This design comes from an exercise in tuning for small area and a short achievable clock period on the open sky130 flow, not from production work.
Function was not checked in any run shown here: the RTL went through the layout flow alone.
Power is estimated from default activity; no workload was simulated.

==> flow/design.v, too long to show whole: its modules and the start of the top module <==
// module AdderPair: 28 lines
// module Comparator: 6 lines
// module PAdd: 30 lines
// module Counter: 16 lines
// module FA: 7 lines
// module Multiply16x16: 1410 lines
// module Multiply8x8: 369 lines
// module Tree8x8: 299 lines
// module MuxMod: 14 lines
// module PathSegment: 22 lines
// module ChipLevel: 23 lines
module ChipLevel (
   input  logic [15:0] data16_a, data16_b, data16_c, data16_d,
   input  logic [7:0] din_a, din_b,
   input  logic [1:0] sel,
   input  logic clk, cin, rst, start,
   input  logic s1, s2, op,
   output logic [15:0] mux_out, regout,
   output logic [31:0] m32_out,
   output logic cout1, cout2, comp_out1, comp_out2
);
  // ...
==> flow/flow/run.sh <==
#!/bin/bash
# Layout flow: the standard one, except that synthesis keeps the design's FA
# modules as the library's full-adder cell (flow/synth_fa.tcl) and leaves the
# remaining logic to ABC without re-extracting adders from it.  The
# registers must come out exactly as in the standard synthesis (same names
# and cell types); if they do not, the standard synthesis is used instead.
set -uo pipefail
R=orfs/results/$FLOW_PLATFORM/ChipLevel/base

bash standard.sh synth > std_synth.log 2>&1 || exit 1
cp $R/1_2_yosys.v std_1_2_yosys.v

# 2. the synthesis with full-adder cells, in a work folder of its own
MK=$(sed -n 's/^make -C \S* \(.*\) "\${@:-finish}"$/\1/p' standard.sh | sed 's|WORK_HOME=\S*||; s|SYNTH_SCRIPT=\S*||')
eval make -C "$FLOW_HOME" $MK WORK_HOME="$PWD/orfs_fa" SYNTH_SCRIPT="$PWD/flow/synth_fa.tcl" \
  "SYNTH_KEEP_MODULES=FA" "ADDER_MAP_FILE=" synth > fa_synth.log 2>&1
ok=$?
if [[ $ok -eq 0 ]] && python3 flow/same_regs.py std_1_2_yosys.v orfs_fa/results/$FLOW_PLATFORM/ChipLevel/base/1_2_yosys.v > regs_check.log 2>&1; then
  echo "using the full-adder synthesis" > synth_choice.log
  cp orfs_fa/results/$FLOW_PLATFORM/ChipLevel/base/1_2_yosys.v $R/1_2_yosys.v
  rm -f $R/1_synth.odb $R/1_synth.sdc
else
  echo "using the standard synthesis (fa synth exit $ok)" > synth_choice.log
fi

# 3. the rest of the standard flow
bash standard.sh finish > std_finish.log 2>&1
==> flow/flow/same_regs.py <==
"""Exit 0 if two netlists have the same flip-flops (instance names and cell types)."""
import re, sys

def regs(path):
    txt = open(path).read()
    return sorted(re.findall(r'(sky130_fd_sc_hd__(?:df|edf|sdf|dl)\w*)\s+(\S+)\s*\(', txt))

a, b = regs(sys.argv[1]), regs(sys.argv[2])
print(len(a), "registers in the standard synthesis,", len(b), "in the other")
if a != b or not a:
    print("differ:", sorted(set(a) ^ set(b))[:20])
    sys.exit(1)
print("same")
==> flow/flow/synth_fa.tcl <==
# synth_recipe.tcl with one change: the FA (and HA) modules, kept as hierarchy
# through SYNTH_KEEP_MODULES, become the library's full (and half) adder
# cells instead of being flattened and re-extracted.
proc synth {args} { yosys synth -nofsm -noshare {*}$args }
source $::env(SCRIPTS_DIR)/synth.tcl
foreach {m c} {FA sky130_fd_sc_hd__fa_1 HA sky130_fd_sc_hd__ha_1} {
  if {[lsearch -exact $::env(SYNTH_KEEP_MODULES) $m] >= 0} {
    chtype -set $c t:$m
    delete $m
  }
}
# left out here: clear keep_hierarchy, flatten, clean up, hide names made inside functions
tee -o $::env(REPORTS_DIR)/synth_stat_fa.txt stat {*}$lib_args
# left out here: write 1_2_yosys.v
==> flow/standard.sh <==
#!/bin/bash
# synth_recipe.tcl (not shown) runs the flow's synth.tcl, then flattens the netlist and writes it again
# the make line also repeats each setting of config.mk as NAME=value (left out here)
make -C /OpenROAD-flow-scripts/flow DESIGN_CONFIG=/design/flow/config.mk WORK_HOME=/design/flow/orfs CLKGATE_MAP_FILE= SYNTH_SCRIPT=/design/flow/synth_recipe.tcl "${@:-finish}"
==> flow/config.mk <==
export PLATFORM = sky130hd
export DESIGN_NAME = ChipLevel
export DESIGN_NICKNAME = ChipLevel
export VERILOG_FILES = /design/flow/design.v
export SDC_FILE = /design/flow/constraint.sdc
export NUM_CORES = 4
export LEC_CHECK = 0
export CAP_MARGIN = 20
export CORE_MARGIN = 2
export CORE_UTILIZATION = 60
export SETUP_SLACK_MARGIN = 4.0
export SLEW_MARGIN = 20
==> flow/constraint.sdc <==
create_clock -name core_clock -period 8.0 [get_ports {clk}]
set_input_delay 1.6000 -clock core_clock [delete_from_list [all_inputs] [get_ports {clk}]]
set_output_delay 1.6000 -clock core_clock [all_outputs]
set_load 0.01 [all_outputs]
==> run notes, run 1 <==
Net Sw Frac 40.0%; NumNets Final 2,312; cell mode on critical path maj3_2; Leak Pwr 8.55 nW; DR vias/cell 5.85; Clock Power Share 15.5%; Largest cell class multi-input gates; largest net degree at the start of global routing 47; met1 WL 18,700 um; Worst Hold Depth 0; share of layout cells above drive strength 1 31.1%; vias post-DR 13,700; Pint 0.00509 W; sequential cell count 214; outcome no timing/DRC/antenna violations; worst vdd ir 0.477 mV; Antenna Cells 3; CTS max path bufs 3; CTS Sinks 214; Final Max Slew Viols 0; synthesis-to-finish area growth 32.5%; Overflow after GRT 0; GP Congestion 0.830; initial antenna violation count 2; top routing layer in use met4; tap cells 378
==> module AdderPair, before the edit <==
module AdderPair (
  input  logic        clk,
  input  logic [15:0] ain, bin,
  input  logic        cin,
  output logic [15:0] ad16,    
  output logic        cout1,
  output logic [15:0] s,       
  output logic        cout2,
  output logic        lt       
);
  logic [8:0] lo1, hi1;        
  logic       c1, c2;          
  logic [7:0] s_hi;
  logic [7:0] lo_s, hi_s;
  logic       lo_c, hi_c;
  PAdd #(.W(8)) u_lo (.a(ain[7:0]),  .b(bin[7:0]),  .ci(cin),  .s(lo_s), .co(lo_c));
  PAdd #(.W(8)) u_hi (.a(ain[15:8]), .b(bin[15:8]), .ci(1'b0), .s(hi_s), .co(hi_c));
  always_ff @(posedge clk) begin
    lo1 <= {lo_c, lo_s};
    hi1 <= {hi_c, hi_s};
    c1  <= lo1[8];
    c2  <= c1;
    {cout1, ad16} <= {hi1 + {8'd0, lo1[8]}, lo1[7:0]};
    {cout2, s_hi} <= hi1 + {8'd0, c2};
    lt <= (c2 & ~lo1[8] & ~&hi1[7:0]) | (lo1[8] & ~c2 & &hi1[7:0]);
  end
  assign s = {s_hi, ad16[7:0]};
endmodule
==> module PAdd, before the edit <==
module PAdd #(
  parameter int W = 16
  ) (
  input  logic [W-1:0] a, b,
  input  logic         ci,
  output logic [W-1:0] s,
  output logic         co
  );
  localparam int N = W + 1;           
  localparam int L = $clog2(N);
  logic [N*(L+1)-1:0] g, p;
  assign g[N-1:0] = {a & b, ci};
  assign p[N-1:0] = {a ^ b, 1'b0};
  for (genvar l = 0; l < L; l++) begin : lvl
    for (genvar i = 0; i < N; i++) begin : bit_
      if ((i >> l) & 1) begin : merge
        localparam int J = ((i >> l) << l) - 1;
        assign g[(l+1)*N+i] = g[l*N+i] | (p[l*N+i] & g[l*N+J]);
        assign p[(l+1)*N+i] = p[l*N+i] & p[l*N+J];
      end else begin : pass
        assign g[(l+1)*N+i] = g[l*N+i];
        assign p[(l+1)*N+i] = p[l*N+i];
      end
    end
  end
  for (genvar i = 1; i < N; i++) begin : sum
    assign s[i-1] = p[i] ^ g[L*N+i-1];
  end
  assign co = g[L*N+N-1];
endmodule
==> module Multiply8x8, before the edit <==
module Multiply8x8 (
  input  logic clk,
  input  logic [7:0] a,
  input  logic [7:0] b,
  output logic [15:0] p
);
logic pp0_0;
logic pp0_1;
logic pp0_2;
logic pp0_3;
logic pp0_4;
logic pp0_5;
logic pp0_6;
logic pp0_7;
logic pp1_0;
logic pp1_1;
logic pp1_2;
logic pp1_3;
logic pp1_4;
logic pp1_5;
logic pp1_6;
logic pp1_7;
logic pp2_0;
logic pp2_1;
logic pp2_2;
logic pp2_3;
logic pp2_4;
logic pp2_5;
logic pp2_6;
logic pp2_7;
logic pp3_0;
logic pp3_1;
logic pp3_2;
logic pp3_3;
logic pp3_4;
logic pp3_5;
logic pp3_6;
logic pp3_7;
logic pp4_0;
logic pp4_1;
logic pp4_2;
logic pp4_3;
logic pp4_4;
logic pp4_5;
logic pp4_6;
logic pp4_7;
logic pp5_0;
logic pp5_1;
logic pp5_2;
logic pp5_3;
logic pp5_4;
logic pp5_5;
logic pp5_6;
logic pp5_7;
logic pp6_0;
logic pp6_1;
logic pp6_2;
logic pp6_3;
logic pp6_4;
logic pp6_5;
logic pp6_6;
logic pp6_7;
logic pp7_0;
logic pp7_1;
logic pp7_2;
logic pp7_3;
logic pp7_4;
logic pp7_5;
logic pp7_6;
logic pp7_7;
logic t1;
logic t2;
logic t3;
logic t4;
logic t5;
logic t6;
logic t7;
logic t8;
logic t9;
logic t10;
logic t11;
logic t12;
logic t13;
logic t14;
logic t15;
logic t16;
logic t17;
logic t18;
logic t19;
logic t20;
logic t21;
logic t22;
logic t23;
logic t24;
logic t25;
logic t26;
logic t27;
logic t28;
logic t29;
logic t30;
logic t31;
logic t32;
logic t33;
logic t34;
logic t35;
logic t36;
logic t37;
logic t38;
logic t39;
logic t40;
logic t41;
logic t42;
logic t43;
logic t44;
logic t45;
logic t46;
logic t47;
logic t48;
logic t49;
logic t50;
logic t51;
logic t52;
logic t53;
logic t54;
logic t55;
logic t56;
logic t57;
logic t58;
logic t59;
logic t60;
logic t61;
logic t62;
logic t63;
logic t64;
logic t65;
logic t66;
logic t67;
logic t68;
logic t69;
logic t70;
logic t71;
logic t72;
logic t73;
logic t74;
logic t75;
logic t76;
logic t77;
logic t78;
logic t79;
logic t80;
logic t81;
logic t82;
logic t83;
logic t84;
logic t85;
logic t86;
logic t87;
logic t88;
logic t89;
logic t90;
logic t91;
logic t92;
logic t93;
logic t94;
assign pp0_0 = ~(a[0] & b[0]);
assign pp0_1 = ~(a[0] & b[1]);
assign pp0_2 = ~(a[0] & b[2]);
assign pp0_3 = ~(a[0] & b[3]);
assign pp0_4 = ~(a[0] & b[4]);
assign pp0_5 = ~(a[0] & b[5]);
assign pp0_6 = ~(a[0] & b[6]);
assign pp0_7 = ~(a[0] & b[7]);
assign pp1_0 = ~(a[1] & b[0]);
assign pp1_1 = ~(a[1] & b[1]);
assign pp1_2 = ~(a[1] & b[2]);
assign pp1_3 = ~(a[1] & b[3]);
assign pp1_4 = ~(a[1] & b[4]);
assign pp1_5 = ~(a[1] & b[5]);
assign pp1_6 = ~(a[1] & b[6]);
assign pp1_7 = ~(a[1] & b[7]);
assign pp2_0 = ~(a[2] & b[0]);
assign pp2_1 = ~(a[2] & b[1]);
assign pp2_2 = ~(a[2] & b[2]);
assign pp2_3 = ~(a[2] & b[3]);
assign pp2_4 = ~(a[2] & b[4]);
assign pp2_5 = ~(a[2] & b[5]);
assign pp2_6 = ~(a[2] & b[6]);
assign pp2_7 = ~(a[2] & b[7]);
assign pp3_0 = ~(a[3] & b[0]);
assign pp3_1 = ~(a[3] & b[1]);
assign pp3_2 = ~(a[3] & b[2]);
assign pp3_3 = ~(a[3] & b[3]);
assign pp3_4 = ~(a[3] & b[4]);
assign pp3_5 = ~(a[3] & b[5]);
assign pp3_6 = ~(a[3] & b[6]);
assign pp3_7 = ~(a[3] & b[7]);
assign pp4_0 = ~(a[4] & b[0]);
assign pp4_1 = ~(a[4] & b[1]);
assign pp4_2 = ~(a[4] & b[2]);
assign pp4_3 = ~(a[4] & b[3]);
assign pp4_4 = ~(a[4] & b[4]);
assign pp4_5 = ~(a[4] & b[5]);
assign pp4_6 = ~(a[4] & b[6]);
assign pp4_7 = ~(a[4] & b[7]);
assign pp5_0 = ~(a[5] & b[0]);
assign pp5_1 = ~(a[5] & b[1]);
assign pp5_2 = ~(a[5] & b[2]);
assign pp5_3 = ~(a[5] & b[3]);
assign pp5_4 = ~(a[5] & b[4]);
assign pp5_5 = ~(a[5] & b[5]);
assign pp5_6 = ~(a[5] & b[6]);
assign pp5_7 = ~(a[5] & b[7]);
assign pp6_0 = ~(a[6] & b[0]);
assign pp6_1 = ~(a[6] & b[1]);
assign pp6_2 = ~(a[6] & b[2]);
assign pp6_3 = ~(a[6] & b[3]);
assign pp6_4 = ~(a[6] & b[4]);
assign pp6_5 = ~(a[6] & b[5]);
assign pp6_6 = ~(a[6] & b[6]);
assign pp6_7 = ~(a[6] & b[7]);
assign pp7_0 = ~(a[7] & b[0]);
assign pp7_1 = ~(a[7] & b[1]);
assign pp7_2 = ~(a[7] & b[2]);
assign pp7_3 = ~(a[7] & b[3]);
assign pp7_4 = ~(a[7] & b[4]);
assign pp7_5 = ~(a[7] & b[5]);
assign pp7_6 = ~(a[7] & b[6]);
assign pp7_7 = ~(a[7] & b[7]);
assign t1 = ~(pp0_1 ^ pp1_0);
assign t2 = pp0_1 | pp1_0;
FA fa202 (.A(pp0_2), .B(pp1_1), .CIN(pp2_0), .COUT(t4), .SUM(t3));
assign t5 = ~(t2 ^ t3);
assign t6 = t2 | t3;
FA fa203 (.A(pp0_3), .B(pp1_2), .CIN(pp2_1), .COUT(t8), .SUM(t7));
FA fa204 (.A(pp3_0), .B(t4), .CIN(t7), .COUT(t10), .SUM(t9));
assign t11 = ~(t6 ^ t9);
assign t12 = t6 | t9;
FA fa205 (.A(pp0_4), .B(pp1_3), .CIN(pp2_2), .COUT(t14), .SUM(t13));
FA fa206 (.A(pp3_1), .B(pp4_0), .CIN(t8), .COUT(t16), .SUM(t15));
FA fa207 (.A(t13), .B(t15), .CIN(t10), .COUT(t18), .SUM(t17));
assign t19 = ~(t12 ^ t17);
assign t20 = t12 | t17;
FA fa208 (.A(pp0_5), .B(pp1_4), .CIN(pp2_3), .COUT(t22), .SUM(t21));
FA fa209 (.A(pp3_2), .B(pp4_1), .CIN(pp5_0), .COUT(t24), .SUM(t23));
FA fa210 (.A(t14), .B(t21), .CIN(t23), .COUT(t26), .SUM(t25));
FA fa211 (.A(t16), .B(t25), .CIN(t18), .COUT(t28), .SUM(t27));
assign t29 = ~(t20 ^ t27);
assign t30 = t20 | t27;
FA fa212 (.A(pp0_6), .B(pp1_5), .CIN(pp2_4), .COUT(t32), .SUM(t31));
FA fa213 (.A(pp3_3), .B(pp4_2), .CIN(pp5_1), .COUT(t34), .SUM(t33));
FA fa214 (.A(pp6_0), .B(t22), .CIN(t24), .COUT(t36), .SUM(t35));
FA fa215 (.A(t31), .B(t33), .CIN(t35), .COUT(t38), .SUM(t37));
FA fa216 (.A(t26), .B(t37), .CIN(t28), .COUT(t40), .SUM(t39));
FA fa217 (.A(pp0_7), .B(pp1_6), .CIN(pp2_5), .COUT(t42), .SUM(t41));
FA fa218 (.A(pp3_4), .B(pp4_3), .CIN(pp5_2), .COUT(t44), .SUM(t43));
FA fa219 (.A(pp6_1), .B(pp7_0), .CIN(t32), .COUT(t46), .SUM(t45));
FA fa220 (.A(t34), .B(t41), .CIN(t43), .COUT(t48), .SUM(t47));
FA fa221 (.A(t36), .B(t45), .CIN(t47), .COUT(t50), .SUM(t49));
assign t51 = ~(t38 ^ t49);
assign t52 = t38 | t49;
FA fa222 (.A(pp1_7), .B(pp2_6), .CIN(pp3_5), .COUT(t54), .SUM(t53));
FA fa223 (.A(pp4_4), .B(pp5_3), .CIN(pp6_2), .COUT(t56), .SUM(t55));
FA fa224 (.A(pp7_1), .B(t42), .CIN(t44), .COUT(t58), .SUM(t57));
FA fa225 (.A(t53), .B(t55), .CIN(t46), .COUT(t60), .SUM(t59));
FA fa226 (.A(t57), .B(t48), .CIN(t59), .COUT(t62), .SUM(t61));
assign t63 = ~(t50 ^ t52);
assign t64 = t50 | t52;
FA fa227 (.A(pp2_7), .B(pp3_6), .CIN(pp4_5), .COUT(t66), .SUM(t65));
FA fa228 (.A(pp5_4), .B(pp6_3), .CIN(pp7_2), .COUT(t68), .SUM(t67));
FA fa229 (.A(t54), .B(t56), .CIN(t65), .COUT(t70), .SUM(t69));
FA fa230 (.A(t67), .B(t58), .CIN(t69), .COUT(t72), .SUM(t71));
FA fa231 (.A(t60), .B(t71), .CIN(t62), .COUT(t74), .SUM(t73));
FA fa232 (.A(pp3_7), .B(pp4_6), .CIN(pp5_5), .COUT(t76), .SUM(t75));
FA fa233 (.A(pp6_4), .B(pp7_3), .CIN(t66), .COUT(t78), .SUM(t77));
FA fa234 (.A(t68), .B(t75), .CIN(t77), .COUT(t80), .SUM(t79));
FA fa235 (.A(t70), .B(t79), .CIN(t72), .COUT(t82), .SUM(t81));
FA fa236 (.A(pp4_7), .B(pp5_6), .CIN(pp6_5), .COUT(t84), .SUM(t83));
FA fa237 (.A(pp7_4), .B(t76), .CIN(t83), .COUT(t86), .SUM(t85));
FA fa238 (.A(t78), .B(t85), .CIN(t80), .COUT(t88), .SUM(t87));
FA fa239 (.A(pp5_7), .B(pp6_6), .CIN(pp7_5), .COUT(t90), .SUM(t89));
FA fa240 (.A(t84), .B(t89), .CIN(t86), .COUT(t92), .SUM(t91));
FA fa241 (.A(pp6_7), .B(pp7_6), .CIN(t90), .COUT(t94), .SUM(t93));
logic q0_0;
logic q0_1;
logic q0_2;
logic q0_3;
logic q0_4;
logic q0_5;
logic q0_6;
logic q0_7;
logic q0_8;
logic q0_9;
logic q0_10;
logic q0_11;
logic q0_12;
logic q0_13;
logic q0_14;
logic q1_6;
logic q1_7;
logic q1_8;
logic q1_9;
logic q1_10;
logic q1_11;
logic q1_12;
logic q1_13;
logic q1_14;
always_ff @(posedge clk) begin
  q0_0 <= pp0_0;
  q0_1 <= t1;
  q0_2 <= t5;
  q0_3 <= t11;
  q0_4 <= t19;
  q0_5 <= t29;
  q0_6 <= t30;
  q1_6 <= t39;
  q0_7 <= t40;
  q1_7 <= t51;
  q0_8 <= t61;
  q1_8 <= t63;
  q0_9 <= t64;
  q1_9 <= t73;
  q0_10 <= t74;
  q1_10 <= t81;
  q0_11 <= t82;
  q1_11 <= t87;
  q0_12 <= t88;
  q1_12 <= t91;
  q0_13 <= t92;
  q1_13 <= t93;
  q0_14 <= pp7_7;
  q1_14 <= t94;
end
logic [15:0] x, y;
assign x[0] = ~q0_0;
assign y[0] = 1'b0;
assign x[1] = ~q0_1;
assign y[1] = 1'b0;
assign x[2] = ~q0_2;
assign y[2] = 1'b0;
assign x[3] = ~q0_3;
assign y[3] = 1'b0;
assign x[4] = ~q0_4;
assign y[4] = 1'b0;
assign x[5] = ~q0_5;
assign y[5] = 1'b0;
assign x[6] = ~q0_6;
assign y[6] = ~q1_6;
assign x[7] = ~q0_7;
assign y[7] = ~q1_7;
assign x[8] = ~q0_8;
assign y[8] = ~q1_8;
assign x[9] = ~q0_9;
assign y[9] = ~q1_9;
assign x[10] = ~q0_10;
assign y[10] = ~q1_10;
assign x[11] = ~q0_11;
assign y[11] = ~q1_11;
assign x[12] = ~q0_12;
assign y[12] = ~q1_12;
assign x[13] = ~q0_13;
assign y[13] = ~q1_13;
assign x[14] = ~q0_14;
assign y[14] = ~q1_14;
assign x[15] = 1'b0;
assign y[15] = 1'b0;
logic [15:0] sum;
PAdd #(.W(16)) u_add (.a(x), .b(y), .ci(1'b0), .s(sum), .co());
assign p = sum[15:0];
endmodule
==> module PathSegment, before the edit <==
module PathSegment (
  input  logic [15:0] R1, R2, R3, R4,
  input  logic S2, S1, clk,
  input  logic OP,
  output logic [15:0] REGOUT
);
logic [15:0] ADATA, BDATA;
logic [15:0] px, py, sa, sb, sum;
always_ff @(posedge clk) begin
  if (!S2)      ADATA <= R3;
  else if (!S1) ADATA <= R1;
  if (S2)       BDATA <= R4;
  else if (S1)  BDATA <= R2;
end
Tree8x8 u_tree (.a(ADATA[7:0]), .b(BDATA[7:0]), .x(px), .y(py));
assign sa = OP ? px : ADATA;
assign sb = OP ? py : BDATA;
PAdd #(.W(16)) u_add (.a(sa), .b(sb), .ci(1'b0), .s(sum), .co());
always_ff @(posedge clk) begin
  REGOUT <= sum;
end
endmodule
==> run 2: changes to the inputs <==
--- a/flow/design.v
+++ b/flow/design.v
@@ -8,18 +8,18 @@
   output logic        cout2,
   output logic        lt       
 );
   logic [8:0] lo1, hi1;        
   logic       c1, c2;          
   logic [7:0] s_hi;
   logic [7:0] lo_s, hi_s;
   logic       lo_c, hi_c;
-  PAdd #(.W(8)) u_lo (.a(ain[7:0]),  .b(bin[7:0]),  .ci(cin),  .s(lo_s), .co(lo_c));
-  PAdd #(.W(8)) u_hi (.a(ain[15:8]), .b(bin[15:8]), .ci(1'b0), .s(hi_s), .co(hi_c));
+  PAdd #(.W(8), .HAS_CI(1)) u_lo (.a(ain[7:0]),  .b(bin[7:0]),  .ci(cin),  .s(lo_s), .co(lo_c));
+  PAdd #(.W(8), .HAS_CI(0)) u_hi (.a(ain[15:8]), .b(bin[15:8]), .ci(1'b0), .s(hi_s), .co(hi_c));
   always_ff @(posedge clk) begin
     lo1 <= {lo_c, lo_s};
     hi1 <= {hi_c, hi_s};
     c1  <= lo1[8];
     c2  <= c1;
     {cout1, ad16} <= {hi1 + {8'd0, lo1[8]}, lo1[7:0]};
     {cout2, s_hi} <= hi1 + {8'd0, c2};
     lt <= (c2 & ~lo1[8] & ~&hi1[7:0]) | (lo1[8] & ~c2 & &hi1[7:0]);
@@ -28,45 +28,78 @@
 endmodule
 module Comparator (
   output logic cp_out,
   input  logic [15:0] ain, bin
   );
   assign cp_out = ain < bin;
 endmodule
 module PAdd #(
-  parameter int W = 16
+  parameter int W = 16,
+  parameter bit INV = 0,
+  parameter bit HAS_CI = 1
   ) (
   input  logic [W-1:0] a, b,
   input  logic         ci,
   output logic [W-1:0] s,
   output logic         co
   );
-  localparam int N = W + 1;           
+  localparam int OFF = HAS_CI ? 1 : 0;   
+  localparam int N = W + OFF;
   localparam int L = $clog2(N);
   logic [N*(L+1)-1:0] g, p;
-  assign g[N-1:0] = {a & b, ci};
-  assign p[N-1:0] = {a ^ b, 1'b0};
+  if (HAS_CI) begin : c
+    assign g[0] = ci;
+    assign p[0] = 1'b0;
+  end
+  for (genvar i = OFF; i < N; i++) begin : gp
+    if (INV) begin : n
+      CellNOR2 u_g (.A(a[i-OFF]), .B(b[i-OFF]), .Y(g[i]));
+      CellXOR2 u_p (.A(a[i-OFF]), .B(b[i-OFF]), .X(p[i]));
+    end else begin : t
+      HA u_gp (.A(a[i-OFF]), .B(b[i-OFF]), .COUT(g[i]), .SUM(p[i]));
+    end
+  end
   for (genvar l = 0; l < L; l++) begin : lvl
     for (genvar i = 0; i < N; i++) begin : bit_
       if ((i >> l) & 1) begin : merge
         localparam int J = ((i >> l) << l) - 1;
-        assign g[(l+1)*N+i] = g[l*N+i] | (p[l*N+i] & g[l*N+J]);
-        assign p[(l+1)*N+i] = p[l*N+i] & p[l*N+J];
+        CellAO21 u_g (.A1(p[l*N+i]), .A2(g[l*N+J]), .B1(g[l*N+i]), .X(g[(l+1)*N+i]));
+        if (((i >> (l+1)) << (l+1)) > 0) begin : pp
+          CellAND2 u_p (.A(p[l*N+i]), .B(p[l*N+J]), .X(p[(l+1)*N+i]));
+        end else begin : pz
+          assign p[(l+1)*N+i] = 1'b0;    
+        end
       end else begin : pass
         assign g[(l+1)*N+i] = g[l*N+i];
         assign p[(l+1)*N+i] = p[l*N+i];
       end
     end
   end
-  for (genvar i = 1; i < N; i++) begin : sum
-    assign s[i-1] = p[i] ^ g[L*N+i-1];
+  for (genvar i = OFF; i < N; i++) begin : sum
+    if (i == 0) begin : s0
+      assign s[0] = p[0];
+    end else begin : sn
+      CellXOR2 u_s (.A(p[i]), .B(g[L*N+i-1]), .X(s[i-OFF]));
+    end
   end
   assign co = g[L*N+N-1];
 endmodule
+module CellAO21 (input logic A1, A2, B1, output logic X);
+  assign X = (A1 & A2) | B1;
+endmodule
+module CellAND2 (input logic A, B, output logic X);
+  assign X = A & B;
+endmodule
+module CellXOR2 (input logic A, B, output logic X);
+  assign X = A ^ B;
+endmodule
+module CellNOR2 (input logic A, B, output logic Y);
+  assign Y = ~(A | B);
+endmodule
 module Counter (
   input  logic clk,
   input  logic rst,
   input  logic start,
   output logic [15:0] count
 );
   always_ff @(posedge clk) begin
     if (rst) begin
@@ -80,16 +113,23 @@
 endmodule
 module FA (
   input  logic A, B, CIN,
   output logic COUT, SUM
 );
   assign SUM  = A ^ B ^ CIN;
   assign COUT = (A & B) | (CIN & (A | B));
 endmodule
+module HA (
+  input  logic A, B,
+  output logic COUT, SUM
+);
+  assign SUM  = A ^ B;
+  assign COUT = A & B;
+endmodule
 module Multiply16x16 (
   input  logic clk,
   input  logic [15:0] a,
   input  logic [15:0] b,
   output logic [31:0] p
 );
 logic pp0_0;
 logic pp0_1;
@@ -1422,82 +1462,82 @@
 FA fa195 (.A(q0_23), .B(q1_23), .CIN(q2_23), .COUT(u36), .SUM(u35));
 FA fa196 (.A(q0_24), .B(q1_24), .CIN(q2_24), .COUT(u38), .SUM(u37));
 FA fa197 (.A(q0_25), .B(q1_25), .CIN(q2_25), .COUT(u40), .SUM(u39));
 FA fa198 (.A(q0_26), .B(q1_26), .CIN(q2_26), .COUT(u42), .SUM(u41));
 FA fa199 (.A(q0_27), .B(q1_27), .CIN(q2_27), .COUT(u44), .SUM(u43));
 FA fa200 (.A(q0_28), .B(q1_28), .CIN(q2_28), .COUT(u46), .SUM(u45));
 FA fa201 (.A(q0_29), .B(q1_29), .CIN(q2_29), .COUT(u48), .SUM(u47));
 logic [31:0] x, y;
-assign x[0] = ~q0_0;
-assign y[0] = 1'b0;
-assign x[1] = ~q0_1;
-assign y[1] = 1'b0;
-assign x[2] = ~q0_2;
-assign y[2] = 1'b0;
-assign x[3] = ~q0_3;
-assign y[3] = 1'b0;
-assign x[4] = ~q0_4;
-assign y[4] = 1'b0;
-assign x[5] = ~q0_5;
-assign y[5] = 1'b0;
-assign x[6] = ~u1;
-assign y[6] = 1'b0;
-assign x[7] = ~u2;
-assign y[7] = ~u3;
-assign x[8] = ~u4;
-assign y[8] = ~u5;
-assign x[9] = ~u6;
-assign y[9] = ~u7;
-assign x[10] = ~u8;
-assign y[10] = ~u9;
-assign x[11] = ~u10;
-assign y[11] = ~u11;
-assign x[12] = ~u12;
-assign y[12] = ~u13;
-assign x[13] = ~u14;
-assign y[13] = ~u15;
-assign x[14] = ~u16;
-assign y[14] = ~u17;
-assign x[15] = ~u18;
-assign y[15] = ~u19;
-assign x[16] = ~u20;
-assign y[16] = ~u21;
-assign x[17] = ~u22;
-assign y[17] = ~u23;
-assign x[18] = ~u24;
-assign y[18] = ~u25;
-assign x[19] = ~u26;
-assign y[19] = ~u27;
-assign x[20] = ~u28;
-assign y[20] = ~u29;
-assign x[21] = ~u30;
-assign y[21] = ~u31;
-assign x[22] = ~u32;
-assign y[22] = ~u33;
-assign x[23] = ~u34;
-assign y[23] = ~u35;
-assign x[24] = ~u36;
-assign y[24] = ~u37;
-assign x[25] = ~u38;
-assign y[25] = ~u39;
-assign x[26] = ~u40;
-assign y[26] = ~u41;
-assign x[27] = ~u42;
-assign y[27] = ~u43;
-assign x[28] = ~u44;
-assign y[28] = ~u45;
-assign x[29] = ~u46;
-assign y[29] = ~u47;
-assign x[30] = ~u48;
-assign y[30] = ~q0_30;
-assign x[31] = 1'b0;
-assign y[31] = 1'b0;
+assign x[0] = q0_0;
+assign y[0] = 1'b1;
+assign x[1] = q0_1;
+assign y[1] = 1'b1;
+assign x[2] = q0_2;
+assign y[2] = 1'b1;
+assign x[3] = q0_3;
+assign y[3] = 1'b1;
+assign x[4] = q0_4;
+assign y[4] = 1'b1;
+assign x[5] = q0_5;
+assign y[5] = 1'b1;
+assign x[6] = u1;
+assign y[6] = 1'b1;
+assign x[7] = u2;
+assign y[7] = u3;
+assign x[8] = u4;
+assign y[8] = u5;
+assign x[9] = u6;
+assign y[9] = u7;
+assign x[10] = u8;
+assign y[10] = u9;
+assign x[11] = u10;
+assign y[11] = u11;
+assign x[12] = u12;
+assign y[12] = u13;
+assign x[13] = u14;
+assign y[13] = u15;
+assign x[14] = u16;
+assign y[14] = u17;
+assign x[15] = u18;
+assign y[15] = u19;
+assign x[16] = u20;
+assign y[16] = u21;
+assign x[17] = u22;
+assign y[17] = u23;
+assign x[18] = u24;
+assign y[18] = u25;
+assign x[19] = u26;
+assign y[19] = u27;
+assign x[20] = u28;
+assign y[20] = u29;
+assign x[21] = u30;
+assign y[21] = u31;
+assign x[22] = u32;
+assign y[22] = u33;
+assign x[23] = u34;
+assign y[23] = u35;
+assign x[24] = u36;
+assign y[24] = u37;
+assign x[25] = u38;
+assign y[25] = u39;
+assign x[26] = u40;
+assign y[26] = u41;
+assign x[27] = u42;
+assign y[27] = u43;
+assign x[28] = u44;
+assign y[28] = u45;
+assign x[29] = u46;
+assign y[29] = u47;
+assign x[30] = u48;
+assign y[30] = q0_30;
+assign x[31] = 1'b1;
+assign y[31] = 1'b1;
 logic [31:0] sum;
-PAdd #(.W(32)) u_add (.a(x), .b(y), .ci(1'b0), .s(sum), .co());
+PAdd #(.W(32), .INV(1), .HAS_CI(0)) u_add (.a(x), .b(y), .ci(1'b0), .s(sum), .co());
 assign p = sum[31:0];
 endmodule
 module Multiply8x8 (
   input  logic clk,
   input  logic [7:0] a,
   input  logic [7:0] b,
   output logic [15:0] p
 );
@@ -1823,50 +1863,50 @@
   q0_12 <= t88;
   q1_12 <= t91;
   q0_13 <= t92;
   q1_13 <= t93;
   q0_14 <= pp7_7;
   q1_14 <= t94;
 end
 logic [15:0] x, y;
-assign x[0] = ~q0_0;
-assign y[0] = 1'b0;
-assign x[1] = ~q0_1;
-assign y[1] = 1'b0;
-assign x[2] = ~q0_2;
-assign y[2] = 1'b0;
-assign x[3] = ~q0_3;
-assign y[3] = 1'b0;
-assign x[4] = ~q0_4;
-assign y[4] = 1'b0;
-assign x[5] = ~q0_5;
-assign y[5] = 1'b0;
-assign x[6] = ~q0_6;
-assign y[6] = ~q1_6;
-assign x[7] = ~q0_7;
-assign y[7] = ~q1_7;
-assign x[8] = ~q0_8;
-assign y[8] = ~q1_8;
-assign x[9] = ~q0_9;
-assign y[9] = ~q1_9;
-assign x[10] = ~q0_10;
-assign y[10] = ~q1_10;
-assign x[11] = ~q0_11;
-assign y[11] = ~q1_11;
-assign x[12] = ~q0_12;
-assign y[12] = ~q1_12;
-assign x[13] = ~q0_13;
-assign y[13] = ~q1_13;
-assign x[14] = ~q0_14;
-assign y[14] = ~q1_14;
-assign x[15] = 1'b0;
-assign y[15] = 1'b0;
+assign x[0] = q0_0;
+assign y[0] = 1'b1;
+assign x[1] = q0_1;
+assign y[1] = 1'b1;
+assign x[2] = q0_2;
+assign y[2] = 1'b1;
+assign x[3] = q0_3;
+assign y[3] = 1'b1;
+assign x[4] = q0_4;
+assign y[4] = 1'b1;
+assign x[5] = q0_5;
+assign y[5] = 1'b1;
+assign x[6] = q0_6;
+assign y[6] = q1_6;
+assign x[7] = q0_7;
+assign y[7] = q1_7;
+assign x[8] = q0_8;
+assign y[8] = q1_8;
+assign x[9] = q0_9;
+assign y[9] = q1_9;
+assign x[10] = q0_10;
+assign y[10] = q1_10;
+assign x[11] = q0_11;
+assign y[11] = q1_11;
+assign x[12] = q0_12;
+assign y[12] = q1_12;
+assign x[13] = q0_13;
+assign y[13] = q1_13;
+assign x[14] = q0_14;
+assign y[14] = q1_14;
+assign x[15] = 1'b1;
+assign y[15] = 1'b1;
 logic [15:0] sum;
-PAdd #(.W(16)) u_add (.a(x), .b(y), .ci(1'b0), .s(sum), .co());
+PAdd #(.W(16), .INV(1), .HAS_CI(0)) u_add (.a(x), .b(y), .ci(1'b0), .s(sum), .co());
 assign p = sum[15:0];
 endmodule
 module Tree8x8 (
   input  logic [7:0] a,
   input  logic [7:0] b,
   output logic [15:0] x, y
 );
 logic pp0_0;
@@ -2189,17 +2229,17 @@
   if (!S2)      ADATA <= R3;
   else if (!S1) ADATA <= R1;
   if (S2)       BDATA <= R4;
   else if (S1)  BDATA <= R2;
 end
 Tree8x8 u_tree (.a(ADATA[7:0]), .b(BDATA[7:0]), .x(px), .y(py));
 assign sa = OP ? px : ADATA;
 assign sb = OP ? py : BDATA;
-PAdd #(.W(16)) u_add (.a(sa), .b(sb), .ci(1'b0), .s(sum), .co());
+PAdd #(.W(16), .HAS_CI(0)) u_add (.a(sa), .b(sb), .ci(1'b0), .s(sum), .co());
 always_ff @(posedge clk) begin
   REGOUT <= sum;
 end
 endmodule
 module ChipLevel (
    input  logic [15:0] data16_a, data16_b, data16_c, data16_d,
    input  logic [7:0] din_a, din_b,
    input  logic [1:0] sel,
--- a/flow/flow/run.sh
+++ b/flow/flow/run.sh
@@ -8,20 +8,24 @@
 R=orfs/results/$FLOW_PLATFORM/ChipLevel/base
 
 bash standard.sh synth > std_synth.log 2>&1 || exit 1
 cp $R/1_2_yosys.v std_1_2_yosys.v
 
 # 2. the synthesis with full-adder cells, in a work folder of its own
 MK=$(sed -n 's/^make -C \S* \(.*\) "\${@:-finish}"$/\1/p' standard.sh | sed 's|WORK_HOME=\S*||; s|SYNTH_SCRIPT=\S*||')
 eval make -C "$FLOW_HOME" $MK WORK_HOME="$PWD/orfs_fa" SYNTH_SCRIPT="$PWD/flow/synth_fa.tcl" \
-  "SYNTH_KEEP_MODULES=FA" "ADDER_MAP_FILE=" synth > fa_synth.log 2>&1
+  "SYNTH_KEEP_MODULES=FA HA CellAO21 CellAND2 CellXOR2 CellNOR2" "ADDER_MAP_FILE=" synth > fa_synth.log 2>&1
 ok=$?
 if [[ $ok -eq 0 ]] && python3 flow/same_regs.py std_1_2_yosys.v orfs_fa/results/$FLOW_PLATFORM/ChipLevel/base/1_2_yosys.v > regs_check.log 2>&1; then
   echo "using the full-adder synthesis" > synth_choice.log
   cp orfs_fa/results/$FLOW_PLATFORM/ChipLevel/base/1_2_yosys.v $R/1_2_yosys.v
   rm -f $R/1_synth.odb $R/1_synth.sdc
 else
   echo "using the standard synthesis (fa synth exit $ok)" > synth_choice.log
 fi
 
-# 3. the rest of the standard flow
-bash standard.sh finish > std_finish.log 2>&1
+# 3. the rest of the standard flow, with the ORFS settings in flow/make_args.txt
+EXTRA=()
+if [[ -f flow/make_args.txt ]]; then
+  while read -r line; do [[ -n "$line" && "$line" != \#* ]] && EXTRA+=("$line"); done < flow/make_args.txt
+fi
+bash standard.sh finish "${EXTRA[@]}" > std_finish.log 2>&1
==> flow/flow/synth_fa.tcl (replaced) <==
# synth_recipe.tcl with one change: the small gate modules of the design (FA,
# HA and the Cell* gates), kept as hierarchy through SYNTH_KEEP_MODULES,
# become the library's matching cells instead of being flattened and
# re-synthesized, so the adders keep the structure the RTL gives them.
proc synth {args} { yosys synth -nofsm -noshare {*}$args }
source $::env(SCRIPTS_DIR)/synth.tcl
foreach {m c} {
  FA       sky130_fd_sc_hd__fa_1
  HA       sky130_fd_sc_hd__ha_1
  CellAO21 sky130_fd_sc_hd__a21o_1
  CellAND2 sky130_fd_sc_hd__and2_1
  CellXOR2 sky130_fd_sc_hd__xor2_1
  CellNOR2 sky130_fd_sc_hd__nor2_1
} {
  if {[lsearch -exact $::env(SYNTH_KEEP_MODULES) $m] >= 0} {
    chtype -set $c t:$m
    delete $m
  }
}
# left out here: clear keep_hierarchy, flatten, clean up, hide names made inside functions
tee -o $::env(REPORTS_DIR)/synth_stat_fa.txt stat {*}$lib_args
# left out here: write 1_2_yosys.v
==> run notes, run 2 <==
DP HPWL 31,400 um (was 30,700 um); Clock Power Share 16.6% (was 15.5%); Worst Skew 0.0146 ns (was 0.00769 ns); Pint 0.00458 W (was 0.00509 W); # port buffers 156 (unchanged); die width 179 um (was 172 um); min Tclk post-route 4.82 ns (was 5.67 ns); Routed Antenna Nets 0 (unchanged); met2 Usage GRT 50.4% (was 57.7%); Area contributors post-synth fa_1 (32%), dfxtp_1 (20%), and2_1 (9.8%); Period Utilization, post-route 60.3% (was 70.8%); most frequent cell after synthesis inv_1; largest net degree at the start of global routing 37 (was 47); Comb power frac 63.0% (was 65.7%); busiest grt layer met2 (unchanged); initial antenna violation count 6 (was 2); R2R depth 16 (unchanged); Max transition margin 48.7% (was 43.7%); Final Max Slew Viols 0 (unchanged); Core Rows 64 (was 61); I/O pins 157 (unchanged); nature of the critical path endpoint output port (unchanged); CP endpoint m32_out[30] (was m32_out[25]); final WL 46,100 um (was 51,000 um); Net Switching 0.00304 W (was 0.00340 W); sequential share of power 20.5% (was 18.8%); Core ar. 0.0304 mm2 (was 0.0278 mm2); DRC errors left 0 (unchanged); clock tree from TritonCTS built (unchanged); post-synthesis sequential area ratio 24.9%; CP arrival 3.22 ns (was 4.07 ns); WHS 0.323 ns (was 0.326 ns); max cap viols 0 (unchanged); most frequent cells in the layout inv_1 (325), and2_1 (259), fa_1 (247) (was nand2_1 (417), fa_1 (203), dfxtp_1 (169)); synthesis-to-finish area growth 23.7% (was 32.5%); # setup viols final 0 (unchanged); synthesis warning total 6 (unchanged); Non-Filler Instances 2,433 (was 2,348); Critical-path top delay cell fa_1 (was fa_2); crit path max fanout 6 (was 4); most common cell after layout, fill and taps aside inv_1 (was nand2_1); number of flops mapped to enable cells by yosys 32; CTS buffer count 25 (was 26); GP Congestion 0.861 (was 0.830); worst vdd ir 0.761 mV (was 0.477 mV); Die Ht 179 um (was 172 um); outcome no timing/DRC/antenna violations (unchanged); worst flop-to-flop path startpoint u7.BDATA[6]$_DFFE_PP_ (was u7.ADATA[4]$_DFFE_PP_); met1 Use GR 38.2% (was 41.8%); Synth top area share 31.5%; NumNets Final 2,503 (was 2,312); Reg clk slew, reported paths 0.06 ns (about the same); cell taking the most area after synthesis fa_1; crit-path cells fa_1, inv_1, ha_4, a21oi_2, o21a_1, a2bb2oi_4, o31ai_4, buf_12, a21o_4, o31ai_4, xnor2_1, buf_2 (was fa_2, o21ai_2, a221oi_2, nand3b_1, a31oi_4, o21ai_4, maj3_2, buf_4, buf_6, buf_6, maj3_2, maj3_2, xnor2_2, buf_2); post-route setup TNS 0 ns (unchanged); Syn Area/Cell 10.3 um2 (was 10.1 um2); r2r setup slk 3.50 ns (was 3.73 ns); Net Sw Frac 39.9% (was 40.0%); R2R Path End u7.REGOUT[15]$_DFF_P_ (was u7.REGOUT[14]$_DFF_P_); Top FF cell, synth dfxtp_1; Worst-Margin Slew 0.768 ns (was 0.843 ns); Peak Freq 207 MHz (was 176 MHz); clock tree root driver cell clkbuf_16 (unchanged); grt met3 use 4.80% (was 5.33%); cell mode on critical path o31ai_4 (was maj3_2); Overflow after GRT 0 (unchanged); clk latency of the worst-skew pair 0.55 ns (about the same); Leak Pwr 10.7 nW (was 8.55 nW); CP startpoint u5.q0_13$_DFF_P_ (was u5.q2_15$_DFF_P_); Wirelength per Cell 19.0 um (was 21.7 um); most frequent cells after synthesis inv_1 (340), fa_1 (291), and2_1 (288); share of layout cells above drive strength 1 24.0% (was 31.1%); Crit Path Class register to output port (unchanged); Hold Vio Cnt, Final 0 (unchanged); CTS max path bufs 3 (unchanged); Cells after Synth 1,799 (was 1,669); async set or reset register ratio after synthesis 0%; Critical Path Start Type register (unchanged); register bit count reported by yosys 214; TritonRoute pass-1 iters 7 (was 8); vias post-DR 12,900 (was 13,700); PwrDens 334 mW/mm2 (was 379 mW/mm2); Initial Util 60.7% (was 60.9%); cell area after synthesis 0.0185 mm2 (was 0.0169 mm2); worst hold path class register to register (unchanged); slowest stage delay, CP 0.54 ns (was 0.51 ns); Synth cell types 58; RSZ-0062 raised after global routing true (unchanged); overall routing resource usage 29.5% (was 33.6%); Power Total 0.00762 W (was 0.00849 W); die area 0.0322 mm2 (was 0.0296 mm2); depth of the CTS H-tree 1 (unchanged); DR vias/cell 5.29 (was 5.85); vias in the first global route 14,100 (was 14,000); CTS Sinks 214 (unchanged); Required @ worst endpoint 6.40 ns (about the same); dpl cells 2,276 (was 2,106); DR iter-0 viols 788 (was 980); global-route wire length before repair 74,700 um (was 75,200 um)
-- run 2: how the worst min path moves through the flow --
| stage | from | end | slack (ns) | cells past startpoint |
|---|---|---|---|---|
| 5_1_grt | u1.lo1[2]$_DFF_P_ | u1.ad16[2]$_DFF_P_ | 0.32 | 0 |
| 6_report | u1.lo1[2]$_DFF_P_ | u1.ad16[2]$_DFF_P_ | 0.32 | 0 |
| 3_3_place_gp | u1.lo1[7]$_DFF_P_ | u1.ad16[7]$_DFF_P_ | 0.31 | 0 |
| 4_1_cts | u1.lo1[2]$_DFF_P_ | u1.ad16[2]$_DFF_P_ | 0.32 | 0 |
| 3_5_place_dp | u1.lo1[2]$_DFF_P_ | u1.ad16[2]$_DFF_P_ | 0.31 | 0 |
| 2_1_floorplan | u1.lo1[0]$_DFF_P_ | u1.ad16[0]$_DFF_P_ | 0.31 | 0 |
-- run 2: worst max-delay path: cells and delay by family, from the launching register on --
family          cells  cell delay (ns)
buf+inv             3             0.37
xor+xnor            1             0.14
flops               1             0.32
fa+ha+maj           2             0.78
compound gates      6             1.06
-- run 2: layer usage --
metal  vias up  share of wire, %
met3        89               6.8
met5         -                 0
li1       5879                 -
met1      6465                40
met2       437                50
met4         0               3.1
-- run 2: power by group through the flow --
stage / clock [W] / sequential [W] / combinational [W]
after global placement: 0 / 0.00158 / 0.00416
after detailed placement: 0 / 0.00158 / 0.00421
after global routing: 0.00133 / 0.00159 / 0.00531
after CTS: 0.00129 / 0.00156 / 0.00441
final: 0.00126 / 0.00156 / 0.00480
after floorplan: 0 / 0.00155 / 0.00314
-- run 2: timing repair --
action                                 CTS  global route
gates cloned                             5             0
buffers inserted                        82            18
setup endpoints to repair              102            58
resized for setup                      461           129
endpoints found under the hold margin    0             0
hold buffers                             0             0
pin swaps                               55            56
-- run 2: cell type report --
type	count	area (um2)
antenna	6	15.0
clock buffer	30	654
clock inverter	16	251
fill	2118	7580
inverter	340	1280
multi-input combinational	1157	12900
sequential	214	4610
tap	396	495
timing repair buffer	274	2630
-- run 2: cells by family after synthesis --
group	synth area share, %
xor+xnor	3.13
simple gates	14.9
buf+inv	9.35
compound gates	4.54
fa+ha+maj	39.0
mux	4.07
flops	24.9
-- run 2: metrics by stage --
step | worst slack (ns) | cell area, um2 | utilization, %
6_report | 3.18 | 22800 | 75.1
5_1_grt | 3.07 | 22800 | 75.1
4_1_cts | 3.13 | 22300 | 73.4
3_5_place_dp | 2.37 | 20400 | 67.0
3_3_place_gp | 2.43 | 20400 | 67.0
2_1_floorplan | 3.67 | 18800 | -
==> run 3: changes to the inputs <==
==> flow/flow/make_args.txt (new file) <==
RECOVER_POWER=100
==> run notes, run 3 <==
# hold bufs at CTS 0 (unchanged); PwrDens 326 mW/mm2 (was 334 mW/mm2); Required @ worst endpoint 6.40 ns (about the same); met2 WL post-DR 23,200 um (about the same); DP HPWL 31,400 um (unchanged); Synth top area share 31.5% (unchanged); final WL 46,200 um (was 46,100 um); Crit path max-delay family buffers and inverters (was compound AO/OA/AOI/OAI gates); share of layout cells above drive strength 1 20.1% (was 24.0%); Overflow after GRT 0 (unchanged); NumNets Final 2,503 (unchanged); largest net degree at the start of global routing 37 (unchanged); crit path max fanout 6 (unchanged); min-delay src u1.lo1[2]$_DFF_P_ (unchanged); outcome complete, but fails checks (was no timing/DRC/antenna violations); CP arrival 3.79 ns (was 3.22 ns); cell taking the most area after synthesis fa_1 (unchanged); Hold Vio Cnt, Final 0 (unchanged); number of flops mapped to enable cells by yosys 32 (unchanged); met1 WL 18,900 um (was 18,400 um); TritonRoute pass-1 iters 5 (was 7); RSZ-0062 raised after global routing true (unchanged); Crit path depth 12 (unchanged); most frequent cells in the layout inv_1 (325), fa_1 (255), and2_1 (238) (was inv_1 (325), and2_1 (259), fa_1 (247)); Critical Path Start Type register (unchanged); Die Ht 179 um (unchanged); worst flop-to-flop path startpoint u7.BDATA[6]$_DFFE_PP_ (unchanged); Area contributors post-synth fa_1 (32%), dfxtp_1 (20%), and2_1 (9.8%) (unchanged); vias in the first global route 14,100 (unchanged); R2R depth 16 (unchanged); async set or reset register ratio after synthesis 0% (unchanged); Final WS setup 2.61 ns (was 3.18 ns); Final Max Slew Viols 37 (was 0); clock tree from TritonCTS built (unchanged); CP startpoint u5.q0_8$_DFF_P_ (was u5.q0_13$_DFF_P_); clk latency of the worst-skew pair 0.55 ns (about the same); CTS buffer count 25 (unchanged); slowest stage delay, CP 0.57 ns (was 0.54 ns); vias post-DR 12,800 (was 12,900); Reg clk slew, reported paths 0.06 ns (about the same); depth of the CTS H-tree 1 (unchanged); synthesis-to-finish area growth 21.2% (was 23.7%); Pint 0.00436 W (was 0.00458 W); Net Sw Frac 40.4% (was 39.9%); Comb power frac 61.4% (was 63.0%); Critical-path top delay cell fa_1 (unchanged); register bit count reported by yosys 214 (unchanged); Worst Hold Depth 0 (unchanged); max cap viols 1 (was 0); global-route wire length before repair 74,700 um (unchanged); GP Congestion 0.861 (unchanged); min Tclk post-route 5.39 ns (was 4.82 ns); Layout Check Fails capacitance limit, slew limit; die width 179 um (unchanged); Period Utilization, post-route 67.4% (was 60.3%); worst slack, placed 2.37 ns (unchanged); post-route setup TNS 0 ns (unchanged); Worst Skew 0.0168 ns (was 0.0146 ns); Wirelength per Cell 19.0 um (about the same); # port buffers 156 (unchanged); worst hold path class register to register (unchanged); most frequent cells after synthesis inv_1 (340), fa_1 (291), and2_1 (288) (unchanged); Top FF cell, synth dfxtp_1 (unchanged); Worst-Margin Slew 1.89 ns (was 0.768 ns); DRC errors left 0 (unchanged); top routing layer in use met4 (unchanged); # setup viols final 0 (unchanged); Cells after Synth 1,799 (unchanged); post-synthesis sequential area ratio 24.9% (unchanged); Leak Pwr 10.5 nW (was 10.7 nW); Crit Path Class register to output port (unchanged); Core ar. 0.0304 mm2 (unchanged); Routed Antenna Nets 0 (unchanged); Synth cell types 58 (unchanged); crit-path cells fa_1, inv_2, ha_4, a211oi_1, o21bai_1, a21oi_1, o31ai_4, clkbuf_1, clkdlybuf4s25_1, clkbuf_1, nor2_1, dlygate4sd2_1 (was fa_1, inv_1, ha_4, a21oi_2, o21a_1, a2bb2oi_4, o31ai_4, buf_12, a21o_4, o31ai_4, xnor2_1, buf_2); Clock Power Share 17.3% (was 16.6%); nature of the critical path endpoint output port (unchanged); DR vias/cell 5.27 (was 5.29); Net Switching 0.00295 W (was 0.00304 W); CTS max path bufs 3 (unchanged); initial antenna violation count 6 (unchanged); DR iter-0 viols 715 (was 788); I/O pins 157 (unchanged); Max transition margin -26.1% (was 48.7%); clock tree root driver cell clkbuf_16 (unchanged); Peak Freq 186 MHz (was 207 MHz); overall routing resource usage 29.5% (unchanged); sequential share of power 21.3% (was 20.5%); cell mode on critical path clkbuf_1 (was o31ai_4); most common cell after layout, fill and taps aside inv_1 (unchanged); cell area after synthesis 0.0185 mm2 (unchanged); CTS Sinks 214 (unchanged); Initial Util 60.7% (unchanged); most frequent cell after synthesis inv_1 (unchanged); die area 0.0322 mm2 (unchanged); synthesis warning total 6 (unchanged); Syn Area/Cell 10.3 um2 (unchanged); CP bufs+invs 5 (was 3); Met3 Routed Length 2720 um (was 3150 um); worst vdd ir 0.742 mV (was 0.761 mV); Core Rows 64 (unchanged)
[run 3: cell counts after synthesis]
Identical to the previous run, type by type.
[run 3: cell type report]
class,instances,area [um2]
antenna,6,15.0
multi-input combinational,1157,12700
inverter,340,1280
clock inverter,16,251
timing repair buffer,274,2350
clock buffer,30,654
fill,2197,8030
tap,396,495
sequential,214,4610
[run 3: repair_timing]
action / in CTS / in global routing
endpoints found under the setup margin: 102 / 58
pin swaps: 55 / 56
resized for setup: 461 / 129
endpoints found under the hold margin: 0 / 0
gates cloned: 5 / 0
setup buffers: 82 / 18
[run 3: logic make-up (layout without fill, tap and decap cells)]
family / Yosys count / in the layout / synth area share, %
AO/OA/AOI/OAI: 119 / 119 / 4.54
XOR/XNOR: 66 / 66 / 3.13
adder cells (fa/ha/maj): 402 / 402 / 39.0
buffers and inverters: 428 / 660 / 9.35
flip-flops: 214 / 214 / 24.9
multiplexers: 61 / 61 / 4.07
other: 0 / 6 / 0
AND/OR/NAND/NOR: 509 / 509 / 14.9
[run 3: worst reg2reg max path: cells and delay by family, from the launching register on]
kind,cells,cell delay [ns]
AND/OR/NAND/NOR,2,0.38
multiplexers,1,0.28
AO/OA/AOI/OAI,5,1.21
flip-flops,1,0.48
XOR/XNOR,1,0.11
adder cells (fa/ha/maj),5,2.13
buffers and inverters,2,0.09
[run 3: path summary, 6_finish.rpt]
| kind | to | slack, ns |
|---|---|---|
| max | m32_out[20] | 2.61 |
| min | u1.ad16[2]$_DFF_P_ | 0.32 |
| max reg2reg | u7.REGOUT[15]$_DFF_P_ | 3.23 |
| min reg2reg | u1.ad16[2]$_DFF_P_ | 0.32 |
[run 3: metrics by stage]
stage / cell area [um2] / power, W / std cells / hold slack (ns) / util (%)
after CTS: 22300 / 0.00725 / 2409 / 0.323 / 73.4
after global routing: 22400 / 0.00792 / 2433 / 0.321 / 73.6
after detailed placement: 20400 / 0.00580 / 2276 / 0.312 / 67.0
after floorplan: 18800 / 0.00469 / 1799 / 0.310 / -
final: 22400 / 0.00731 / 2433 / 0.323 / 73.6
after global placement: 20400 / 0.00574 / 2276 / 0.310 / 67.0
[run 3: power by group through the flow]
| stage | Clock (W) | Sequential (W) | Combinational, W |
|---|---|---|---|
| 2_1_floorplan | 0 | 0.00155 | 0.00314 |
| 3_3_place_gp | 0 | 0.00158 | 0.00416 |
| 3_5_place_dp | 0 | 0.00158 | 0.00421 |
| 4_1_cts | 0.00129 | 0.00156 | 0.00441 |
| 5_1_grt | 0.00133 | 0.00159 | 0.00500 |
| 6_report | 0.00126 | 0.00156 | 0.00449 |
[run 3: routing by layer]
layer	GRT usage (%)	vias up
met5	0	-
met4	10.2	0
met3	4.80	91
met2	50.4	384
met1	38.2	6485
li1	-	5868
==> run 4: changes to the inputs <==
--- a/flow/flow/run.sh
+++ b/flow/flow/run.sh
@@ -14,3 +14,4 @@
 MK=$(sed -n 's/^make -C \S* \(.*\) "\${@:-finish}"$/\1/p' standard.sh | sed 's|WORK_HOME=\S*||; s|SYNTH_SCRIPT=\S*||')
-eval make -C "$FLOW_HOME" $MK WORK_HOME="$PWD/orfs_fa" SYNTH_SCRIPT="$PWD/flow/synth_fa.tcl" \
+read -ra MKARGS <<< "$MK"
+make -C "$FLOW_HOME" "${MKARGS[@]}" WORK_HOME="$PWD/orfs_fa" SYNTH_SCRIPT="$PWD/flow/synth_fa.tcl" \
   "SYNTH_KEEP_MODULES=FA HA CellAO21 CellAND2 CellXOR2 CellNOR2" "ADDER_MAP_FILE=" synth > fa_synth.log 2>&1
removed: flow/flow/make_args.txt
==> run notes, run 4 <==
I/O pins 157 (unchanged); Core ar. 0.0294 mm2 (was 0.0304 mm2); Clock Power Share 14.7% (was 17.3%); Critical Path Start Type register (unchanged); die width 176 um (was 179 um); max cap viols 0 (was 1); vias in the first global route 14,700 (was 14,100); Comb power frac 64.9% (was 61.4%); Required @ worst endpoint 6.40 ns (about the same); Pint 0.00466 W (was 0.00436 W); TritonRoute pass-1 iters 5 (unchanged); depth of the CTS H-tree 1 (unchanged); clk latency of the worst-skew pair 0.53 ns (was 0.55 ns); DP HPWL 30,800 um (was 31,400 um); Die Ht 176 um (was 179 um); final WL 48,100 um (was 46,200 um); initial antenna violation count 0 (was 6); PwrDens 347 mW/mm2 (was 326 mW/mm2); Net Switching 0.00320 W (was 0.00295 W); post-route setup TNS 0 ns (unchanged); largest net degree at the start of global routing 40 (was 37); RSZ-0062 raised after global routing true (unchanged); outcome no timing/DRC/antenna violations (was complete, but fails checks); clock tree root driver cell clkbuf_16 (unchanged); Worst-Margin Slew 0.739 ns (was 1.89 ns); worst hold path class register to register (unchanged); Syn Area/Cell 10.2 um2 (was 10.3 um2); Overflow after GRT 0 (unchanged); worst vdd ir 0.218 mV (was 0.742 mV); Initial Util 60.5% (was 60.7%); FILL cells 1,976 (was 2,197); cell mode on critical path a21o_1 (was clkbuf_1); Routed Antenna Nets 0 (unchanged); CTS buffer count 25 (unchanged); Final Max Slew Viols 0 (was 37); Reg clk slew, reported paths 0.06 ns (about the same); DR iter-0 viols 1,077 (was 715); Cells after Synth 1,751 (was 1,799); Wirelength per Cell 19.5 um (was 19.0 um); nature of the critical path endpoint output port (unchanged); Core Rows 63 (was 64); most frequent cells in the layout nand2_1 (381), fa_1 (214), dfxtp_1 (171) (was inv_1 (325), fa_1 (255), and2_1 (238)); CP arrival 2.98 ns (was 3.79 ns); Peak Freq 218 MHz (was 186 MHz); Antenna Cells 0 (was 6); # hold bufs at CTS 0 (unchanged); Hold Vio Cnt, Final 0 (unchanged); slowest stage delay, CP 0.52 ns (was 0.57 ns); Multi-input gate area 0.0132 mm2 (was 0.0127 mm2); sequential share of power 20.4% (was 21.3%); CTS Sinks 214 (unchanged); Worst Skew 0.00848 ns (was 0.0168 ns); Critical-path top delay cell fa_1 (unchanged); Leak Pwr 10.0 nW (was 10.5 nW); final core area utilization 77.1% (was 73.6%); Reg area 0.00462 mm2 (was 0.00461 mm2); GP Congestion 0.856 (was 0.861); die area 0.0310 mm2 (was 0.0322 mm2); DRC errors left 0 (unchanged); Crit Path Class register to output port (unchanged); most common cell after layout, fill and taps aside nand2_1 (was inv_1); clock tree from TritonCTS built (unchanged); crit-path cells fa_1, xor2_2, a21o_1, a21o_1, a21o_4, a21o_4, buf_12, a21o_1, xor2_1, buf_2 (was fa_1, inv_2, ha_4, a211oi_1, o21bai_1, a21oi_1, o31ai_4, clkbuf_1, clkdlybuf4s25_1, clkbuf_1, nor2_1, dlygate4sd2_1); NumNets Final 2,450 (was 2,503); Net Sw Frac 40.7% (was 40.4%); crit path max fanout 4 (was 6); # setup viols final 0 (unchanged); synthesis-to-finish area growth 27.4% (was 21.2%); # port buffers 156 (unchanged); Period Utilization, post-route 57.3% (was 67.4%); synthesis warning total 6 (unchanged); min Tclk post-route 4.58 ns (was 5.39 ns); DR vias/cell 5.62 (was 5.27); vias post-DR 13,800 (was 12,800); share of layout cells above drive strength 1 24.6% (was 20.1%); global-route wire length before repair 75,800 um (was 74,700 um); Max transition margin 50.6% (was -26.1%); overall routing resource usage 31.6% (was 29.5%); CTS max path bufs 3 (unchanged); cell area after synthesis 0.0178 mm2 (was 0.0185 mm2)
==> run 4: timing repair <==
action | in CTS | in global routing
endpoints found under the hold margin | 0 | 0
gates resized for setup | 394 | 83
pin swaps | 50 | 43
setup buffers | 159 | 17
setup endpoints to repair | 99 | 61
gates cloned | 2 | 0
==> run 4: final cells by class <==
cell class / instances / share of cell area (%)
Tap cell: 390 / 2.15
Timing Repair Buffer: 363 / 15.0
Clock inverter: 11 / 0.591
Inverter: 31 / 0.513
Multi-Input combinational cell: 1418 / 58.4
Sequential cell: 214 / 20.4
Clock buffer: 32 / 3.05
==> run 4: final timing paths <==
check | slack (ns) | startpoint | to | cells past startpoint
worst max-delay path | 3.42 | u5.q0_9$_DFF_P_ | m32_out[18] | 10
worst min-delay path | 0.32 | u1.lo1[4]$_DFF_P_ | u1.ad16[4]$_DFF_P_ | 0
worst max register to register | 3.93 | u7.BDATA[6]$_DFFE_PP_ | u7.REGOUT[14]$_DFF_P_ | 13
worst min register to register | 0.32 | u1.lo1[4]$_DFF_P_ | u1.ad16[4]$_DFF_P_ | 0
==> run 4: routing by layer <==
layer,GRT usage (%),vias to the layer above,share of wire [%]
met3,7.73,202,9.2
met5,0,-,0
met4,14.6,0,5.2
met1,38.9,6851,37
li1,-,6117,-
met2,52.8,644,48
==> run 4: power groups by stage <==
stage / clock, W / sequential, W / combinational, W
5_1_grt: 0.00121 / 0.00163 / 0.00559
2_1_floorplan: 0 / 0.00157 / 0.00301
3_3_place_gp: 0 / 0.00161 / 0.00452
3_5_place_dp: 0 / 0.00163 / 0.00461
6_report: 0.00115 / 0.00160 / 0.00510
4_1_cts: 0.00117 / 0.00160 / 0.00481
==> run 4: per-stage QoR <==
step	std cells	cell area [um2]	total power (W)	hold WS [ns]	setup slack, ns
global placement	2238	19800	0.00613	0.310	2.50
detailed placement	2238	19800	0.00623	0.312	2.46
global route	2459	22700	0.00844	0.333	3.31
CTS	2442	22400	0.00758	0.325	3.38
floorplan	1780	18700	0.00458	0.310	3.68
finish	2459	22700	0.00786	0.324	3.42
==> run 4: critical path: cells and delay by family (launching register included) <==
family,cells,cell delay (ns)
AOI/OAI and AO/OA,5,1.03
xor gates and xnor gates,2,0.32
DFF,1,0.32
buffers and inverters,2,0.27
adders and majority gates,1,0.52
==> run 5: changes to the inputs <==
--- a/flow/config.mk
+++ b/flow/config.mk
@@ -10,3 +10,3 @@
 export CORE_UTILIZATION = 60
-export SETUP_SLACK_MARGIN = 4.0
+export SETUP_SLACK_MARGIN = 3.3
 export SLEW_MARGIN = 20
==> run notes, run 5 <==
Power Total 0.00745 W (was 0.00786 W); Worst Skew 0.0138 ns (was 0.00848 ns); DR iter-0 viols 789 (was 1,077); share of layout cells above drive strength 1 9.17% (was 24.6%); Core Rows 63 (unchanged); GP Congestion 0.842 (was 0.856); Reg area 0.00460 mm2 (was 0.00462 mm2); Final Max Slew Viols 0 (unchanged); Period Utilization, post-route 58.0% (was 57.3%); vias post-DR 12,700 (was 13,800); DRC errors left 0 (unchanged); clk latency of the worst-skew pair 0.55 ns (was 0.53 ns); min Tclk post-route 4.64 ns (was 4.58 ns); crit-path cells dlygate4sd2_1, nand2_1, fa_1, fa_1, fa_1, fa_1, fa_1 (was fa_1, xor2_2, a21o_1, a21o_1, a21o_4, a21o_4, buf_12, a21o_1, xor2_1, buf_2); slowest stage delay, CP 0.88 ns (was 0.52 ns); WHS 0.326 ns (was 0.324 ns); Crit path max-delay family adder cells (was compound AO/OA/AOI/OAI gates); Peak Freq 215 MHz (was 218 MHz); FILL cells 2,240 (was 1,976); CP arrival 5.06 ns (was 2.98 ns); CP bufs+invs 1 (was 2); Leak Pwr 8.97 nW (was 10.0 nW); nature of the critical path endpoint register (was output port); worst vdd ir 0.246 mV (was 0.218 mV); final WL 40,700 um (was 48,100 um); NumNets Final 2,274 (was 2,450); Core ar. 0.0294 mm2 (unchanged); initial antenna violation count 0 (unchanged); outcome no timing/DRC/antenna violations (unchanged); Max transition margin 30.8% (was 50.6%); largest net degree at the start of global routing 40 (unchanged); Worst-Margin Slew 1.04 ns (was 0.739 ns); vias in the first global route 13,600 (was 14,700); # setup viols final 0 (unchanged); Overflow after GRT 0 (unchanged); placed cell area 0.0196 mm2 (was 0.0198 mm2); post-route setup TNS 0 ns (unchanged); synthesis-to-finish area growth 16.3% (was 27.4%); synthesis warning total 6 (unchanged); Syn Area/Cell 10.2 um2 (unchanged); dpl cells 2,230 (was 2,238); CTS max path bufs 3 (unchanged); PwrDens 360 mW/mm2 (was 347 mW/mm2); I/O pins 157 (unchanged); Non-Filler Instances 2,287 (was 2,459); Hold Vio Cnt, Final 0 (unchanged); # hold bufs at CTS 0 (unchanged); Multi-input gate area 0.0128 mm2 (was 0.0132 mm2); Cells after Synth 1,751 (unchanged); Required @ worst endpoint 8.42 ns (was 6.40 ns); die width 176 um (unchanged); Antenna Cells 0 (unchanged); TritonRoute pass-1 iters 5 (unchanged); Reg clk slew, reported paths 0.06 ns (about the same); final instance area 0.0207 mm2 (was 0.0227 mm2); worst hold path class register to register (unchanged); most frequent cells in the layout nand2_1 (395), fa_1 (275), dfxtp_1 (182) (was nand2_1 (381), fa_1 (214), dfxtp_1 (171)); die area 0.0310 mm2 (unchanged); max cap viols 0 (unchanged); clock tree root driver cell clkbuf_16 (unchanged); CTS buffer count 26 (was 25); # port buffers 156 (unchanged); Wirelength per Cell 17.8 um (was 19.5 um); overall routing resource usage 27.4% (was 31.6%); Crit Path Class input pin to register (was register to output port); cell area after synthesis 0.0178 mm2 (unchanged); Critical Path Start Type input pin (was register); global-route wire length before repair 67,400 um (was 75,800 um); cell mode on critical path fa_1 (was a21o_1); Critical-path top delay cell dlygate4sd2_1 (was fa_1); most common cell after layout, fill and taps aside nand2_1 (unchanged); DP HPWL 29,400 um (was 30,800 um); Routed Antenna Nets 0 (unchanged); clock tree from TritonCTS built (unchanged); CTS Sinks 214 (unchanged); Die Ht 176 um (unchanged); RSZ-0062 raised after global routing true (unchanged); depth of the CTS H-tree 1 (unchanged); crit path max fanout 18 (was 4); Initial Util 60.5% (unchanged); DR vias/cell 5.54 (was 5.62)
run 5: cell type report:
cell class / instances / area share [%]
Clock buffer: 37 / 3.80
Clock inverter: 11 / 0.768
Inverter: 31 / 0.562
Multi-Input combinational cell: 1417 / 62.0
Sequential cell: 214 / 22.3
Tap cell: 390 / 2.36
Timing Repair Buffer: 187 / 8.30
run 5: layer usage:
| layer | vias to the layer above | GRT usage, % | wire length (um) |
|---|---|---|---|
| met4 | 0 | 6.99 | 922 |
| met5 | - | 0 | 0 |
| met1 | 6376 | 35.7 | 16500 |
| met2 | 429 | 47.7 | 20600 |
| met3 | 76 | 4.78 | 2640 |
| li1 | 5783 | - | - |
run 5: metrics by stage:
stage | setup WS [ns] | utilization (%)
after global routing | 3.28 | 70.4
after CTS | 3.25 | 70.2
after global placement | 2.47 | 66.7
after detailed placement | 2.46 | 66.7
final | 3.36 | 70.4
after floorplan | 3.31 | -
run 5: repair_timing:
action	4_1_cts	5_1_grt
pin swaps	5	3
hold endpoints to repair	0	0
buffers inserted	7	2
setup endpoints to repair	38	27
resized for setup	76	34
run 5: path summary, 6_finish.rpt:
path / cells after the start / start / slack, ns / to
max reg2reg: 13 / u7.BDATA[6]$_DFFE_PP_ / 3.67 / u7.REGOUT[15]$_DFF_P_
min reg2reg: 0 / u1.lo1[6]$_DFF_P_ / 0.33 / u1.ad16[6]$_DFF_P_
max: 7 / data16_b[4] / 3.36 / u5.q2_17$_DFF_P_
min: 0 / u1.lo1[6]$_DFF_P_ / 0.33 / u1.ad16[6]$_DFF_P_
run 5: worst reg2reg max path, cell delays in order (launching register included):
cell and delay (ns):
edfxtp_1 0.57, nand2_1 0.14, fa_1 0.46, fa_1 0.39, fa_1 0.45, fa_1 0.39
fa_1 0.48, mux2i_1 0.07, ha_1 0.33, a21o_1 0.20, a21o_1 0.23, a21o_1 0.20
a21o_1 0.17, xor2_1 0.14
run 5: power by group:
| group | switching [W] | internal, W |
|---|---|---|
| Combinational | 0.00227 | 0.00231 |
| Clock | 0.000482 | 0.000788 |
| Sequential | 0.000186 | 0.00141 |

-- port drivers added, routing unchanged --
In the flow no input, the clock included, has a driving cell. The finished layouts below were timed again as built, in two steps. Step 1 assumes that a clkbuf_16 drives the clock port and a buf_2 every other input. Step 2 moves the port delays by t, midway between the first and last clock arrival at a register: inputs arrive t later, outputs are due t later. That takes back most of the time a late clock gives input paths. a / b / c = no drivers / after step 1 / after step 2; a / b = the first two.
| run | t, ns | setup slack, ns | clock arrival spread, ns |
|---|---|---|---|
| run 1 | 0.599 | 2.332 / 2.280 / 2.879 | 0.012 / 0.012 |
| run 2 | 0.588 | 3.180 / 3.127 / 3.471 | 0.020 / 0.020 |
| run 3 | 0.589 | 2.611 / 2.558 / 2.633 | 0.022 / 0.022 |
| run 4 | 0.575 | 3.418 / 3.365 / 3.458 | 0.015 / 0.016 |
| run 5 | 0.588 | 3.359 / 3.356 / 2.804 | 0.020 / 0.020 |
The setup slack of run 5, which loses most, moves by -0.003 ns with the drivers and by -0.555 ns with both steps.
